What follows belongs to an exercise in optimizing a design on an open flow for small area, a short achievable clock period and few clock cycles per item; a production flow would make more cautious choices. The RTL was checked by simulation tests, not by an equivalence proof against the original design.

// ebpc_decoder
module ebpc_decoder
  (
   input logic                     clk_i,
   input logic                     rst_ni,
   input logic [DATA_W-1:0]        bpc_i,
   input logic                     bpc_last_i,
   input logic                     bpc_vld_i,
   output logic                    bpc_rdy_o,
   input logic [DATA_W-1:0]        znz_i,
   input logic                     znz_last_i,
   input logic                     znz_vld_i,
   output logic                    znz_rdy_o,
   input logic [LOG_MAX_WORDS-1:0] num_words_i,
   input logic                     num_words_vld_i,
   output logic                    num_words_rdy_o,
   output logic [DATA_W-1:0]       data_o,
   output logic                    last_o,
   output logic                    vld_o,
   input logic                     rdy_i
   );
  logic [23:0] cnt_q;
  logic        act_q, fin_q, nxt_q;
  logic [7:0]  z0_q, z1_q;
  logic        zv0_q, zv1_q;
  logic        zl0_q, zl1_q;
  logic [7:0]  zp_q;
  logic [3:0]  zc_q;
  logic        zrun_q;         
  logic        fv0_q, fv1_q, fn0_q, fn1_q, fe0_q, fe1_q;
  logic [7:0]  od0_q, od1_q;
  logic        ov0_q, ov1_q, ol0_q, ol1_q;
  logic [7:0]  b0_q, b1_q, b2_q;
  logic        bv0_q, bv1_q, bv2_q;
  logic        bl0_q, bl1_q, bl2_q;
  logic [7:0]  bp_q;
  logic        inbase_q;       
  logic [3:0]  k_q;            
  logic [6:0]  pl_q [8];       
  logic [7:0]  base_q;
  logic        dfull_q;        
  logic [7:0]  acc_q;
  logic [7:0]  row_q [7];
  logic [7:0]  om_q;           
  logic        ov_q;
  logic        adv, odone, ld_out;
  ...
For scale: about 270 flip-flops.
Settings: LEC_CHECK=0, CAP_MARGIN=20, CORE_MARGIN=2, CORE_UTILIZATION=40, PLACE_DENSITY=0.6, SLEW_MARGIN=20; clock period 12.0 ns.
standard.sh (not shown) runs the stock make flow with config.mk's settings and CLKGATE_MAP_FILE= SYNTH_SCRIPT=/design/flow/synth_recipe.tcl, a recipe that flattens the netlist after the stock synthesis.
==> flow/flow/run.sh <==
#!/bin/bash
# Standard ORFS layout with timing repair aiming for extra setup slack and
# plain buffers on the ports (the clock period and constraints are unchanged).
set -euo pipefail
bash standard.sh SETUP_SLACK_MARGIN=8.4 'BUFFER_PORTS_ARGS=-buffer_cell sky130_fd_sc_hd__buf_2' finish > standard_flow.log 2>&1
Testbench counts at the start, summed over its fixed seeds: cycles 29,214, words 28,155.
Next try:
CTS_CLUSTER_DIAMETER = 100   (was unset)
CTS_CLUSTER_SIZE = 20   (was unset)
What happened: The new run ran to the end with no violations. Hold slack improves by 0.0098 ns. Flip-flop and latch count stays the same. Area after synthesis is unchanged. Cell area is lower by 3.1%. Maximum frequency goes up by 1.6%. Cell count went down by 1.4%.

---

Another version of the RTL of ebpc_decoder (not shown whole).
Size: about 1,000 cells after synthesis, about 260 flip-flops.
export LEC_CHECK = 0
export CAP_MARGIN = 20
export CORE_MARGIN = 2
export CORE_UTILIZATION = 40
export CTS_CLUSTER_DIAMETER = 120
export CTS_CLUSTER_SIZE = 25
export PLACE_DENSITY = 0.6
export SLEW_MARGIN = 20
export TNS_END_PERCENT = 10
create_clock -name core_clock -period 12.0 [get_ports {clk_i}]
Scripts as last shown in full above: flow/flow/run.sh
Testbench counts at the start, summed over its fixed seeds: cycles 29,214, words 28,155.
Rerun with:
==> flow/flow/run.sh (replaced) <==
#!/bin/bash
# Standard ORFS layout with timing repair aiming for extra setup slack and
# plain buffers on the ports (the clock period and constraints are unchanged).
set -euo pipefail
bash standard.sh SETUP_SLACK_MARGIN=8.3 'BUFFER_PORTS_ARGS=-buffer_cell sky130_fd_sc_hd__buf_2' finish > standard_flow.log 2>&1
TNS_END_PERCENT = default   (was 10)
The changed run completed without violations.
Worst setup slack gains 0.035 ns.
Die area stays the same.
Clock-buffer cell count falls by 1.

---

== run A ==
ebpc_decoder again, from the RTL that the note above started with.
==> flow/config.mk <==
export PLATFORM = sky130hd
export DESIGN_NAME = ebpc_decoder
export DESIGN_NICKNAME = ebpc_decoder
export VERILOG_FILES = /design/flow/design.v
export SDC_FILE = /design/flow/constraint.sdc
export NUM_CORES = 4
export LEC_CHECK = 0
export CAP_MARGIN = 20
export CORE_MARGIN = 2
export CORE_UTILIZATION = 40
export CTS_CLUSTER_DIAMETER = 120
export CTS_CLUSTER_SIZE = 25
export PLACE_DENSITY = 0.6
export SLEW_MARGIN = 20
==> flow/constraint.sdc <==
create_clock -name core_clock -period 12.0 [get_ports {clk_i}]
set_input_delay 2.4000 -clock core_clock [delete_from_list [all_inputs] [get_ports {clk_i}]]
set_output_delay 2.4000 -clock core_clock [all_outputs]
set_load 0.01 [all_outputs]
run.sh (not shown) runs the stock make flow with config.mk's settings and CLKGATE_MAP_FILE= SYNTH_SCRIPT=/design/flow/synth_recipe.tcl, a recipe that flattens the netlist after the stock synthesis.
Stock flow here: none of the scripts above is used.
Run A finished every step from synthesis to the final layout, and the layout passed the timing, DRC and antenna checks.
Testbench counts of run A, summed over its fixed seeds: cycles 29,214, words 28,155.
Relative to run A, the following input files were edited for run B:
- changing CTS_CLUSTER_DIAMETER from 120 to 100
- changing CTS_CLUSTER_SIZE from 25 to 20
==> flow/flow/run.sh (new file) <==
#!/bin/bash
# Standard ORFS layout with timing repair aiming for extra setup slack and
# plain buffers on the ports (the clock period and constraints are unchanged).
set -euo pipefail
bash standard.sh SETUP_SLACK_MARGIN=8.4 'BUFFER_PORTS_ARGS=-buffer_cell sky130_fd_sc_hd__buf_2' finish > standard_flow.log 2>&1
==> flow/standard.sh (new file) <==
#!/bin/bash
# synth_recipe.tcl (not shown) runs the flow's synth.tcl, then flattens the netlist and writes it again
# the make line also repeats each setting of config.mk as NAME=value (left out here)
make -C /OpenROAD-flow-scripts/flow DESIGN_CONFIG=/design/flow/config.mk WORK_HOME=/design/flow/orfs CLKGATE_MAP_FILE= SYNTH_SCRIPT=/design/flow/synth_recipe.tcl "${@:-finish}"
removed: flow/run.sh
==> comparison <==
Run B reached the final stage; the timing, DRC and antenna checks on its layout passed. On sum of negative setup slack, run B and run A are basically level. Delta (run B minus run A): clock-pin slew on the worst setup and hold paths now sits at about the same level; maximum frequency increased 29%. Comparing largest stage delay on the critical path for run B and run A, the smaller number came from run B. There was hardly any difference in number of placed instances, taps included between run B and run A.
Input-level comparison between run C and run B:
- swapping 20 for 25 in CTS_CLUSTER_SIZE
- swapping 100 for 120 in CTS_CLUSTER_DIAMETER
Results
The run showing the smaller wire length on met1 is run B. From run C to run B, compound-gate portion of the synthesized area did not move at all. In the flow results for run B and run C, the total wire length is smaller on run C.

[port drivers added, routing unchanged]
The flow's constraints put no driver on any port. The routed layouts listed below were extracted and timed again, unchanged, in two steps.
Step 1 (the two cells are an assumption about what drives the block):
set clk [get_ports {clk_i}]
set_driving_cell -lib_cell sky130_fd_sc_hd__clkbuf_16 $clk
set_driving_cell -lib_cell sky130_fd_sc_hd__buf_2 [delete_from_list [all_inputs] $clk]
Step 2 moves the port delays by t, midway between the first and last clock arrival at a register: inputs arrive t later, outputs are due t later. That takes back most of the time a late clock gives input paths.
a / b / c = no drivers / after step 1 / after step 2; a / b = the first two.
run | shift t [ns] | slack for setup (ns) | hold slack, ns | pins driven straight from the clock port
the first run of note 1 | 0.599 | 8.444 / 8.398 / 8.060 | 0.408 / 0.408 / 0.408 | 1
the second run of note 1 | 0.538 | 8.499 / 8.455 / 8.070 | 0.418 / 0.418 / 0.418 | 1
the first run of note 2 | 0.526 | 8.405 / 8.427 / 7.901 | 0.424 / 0.424 / 0.424 | 1
the second run of note 2 | 0.534 | 8.441 / 8.442 / 7.933 | 0.416 / 0.416 / 0.416 | 1
run A | 0.530 | 7.444 / 7.461 / 6.931 | 0.421 / 0.421 / 0.421 | 1
run B | 0.536 | 8.472 / 8.423 / 8.009 | 0.416 / 0.416 / 0.416 | 1
run C | 0.535 | 8.494 / 8.444 / 8.009 | 0.416 / 0.416 / 0.416 | 1
After both steps every run listed still meets setup and hold. For run A, which loses most, drivers alone change the setup slack by +0.017 ns; drivers and shift together by -0.513 ns.
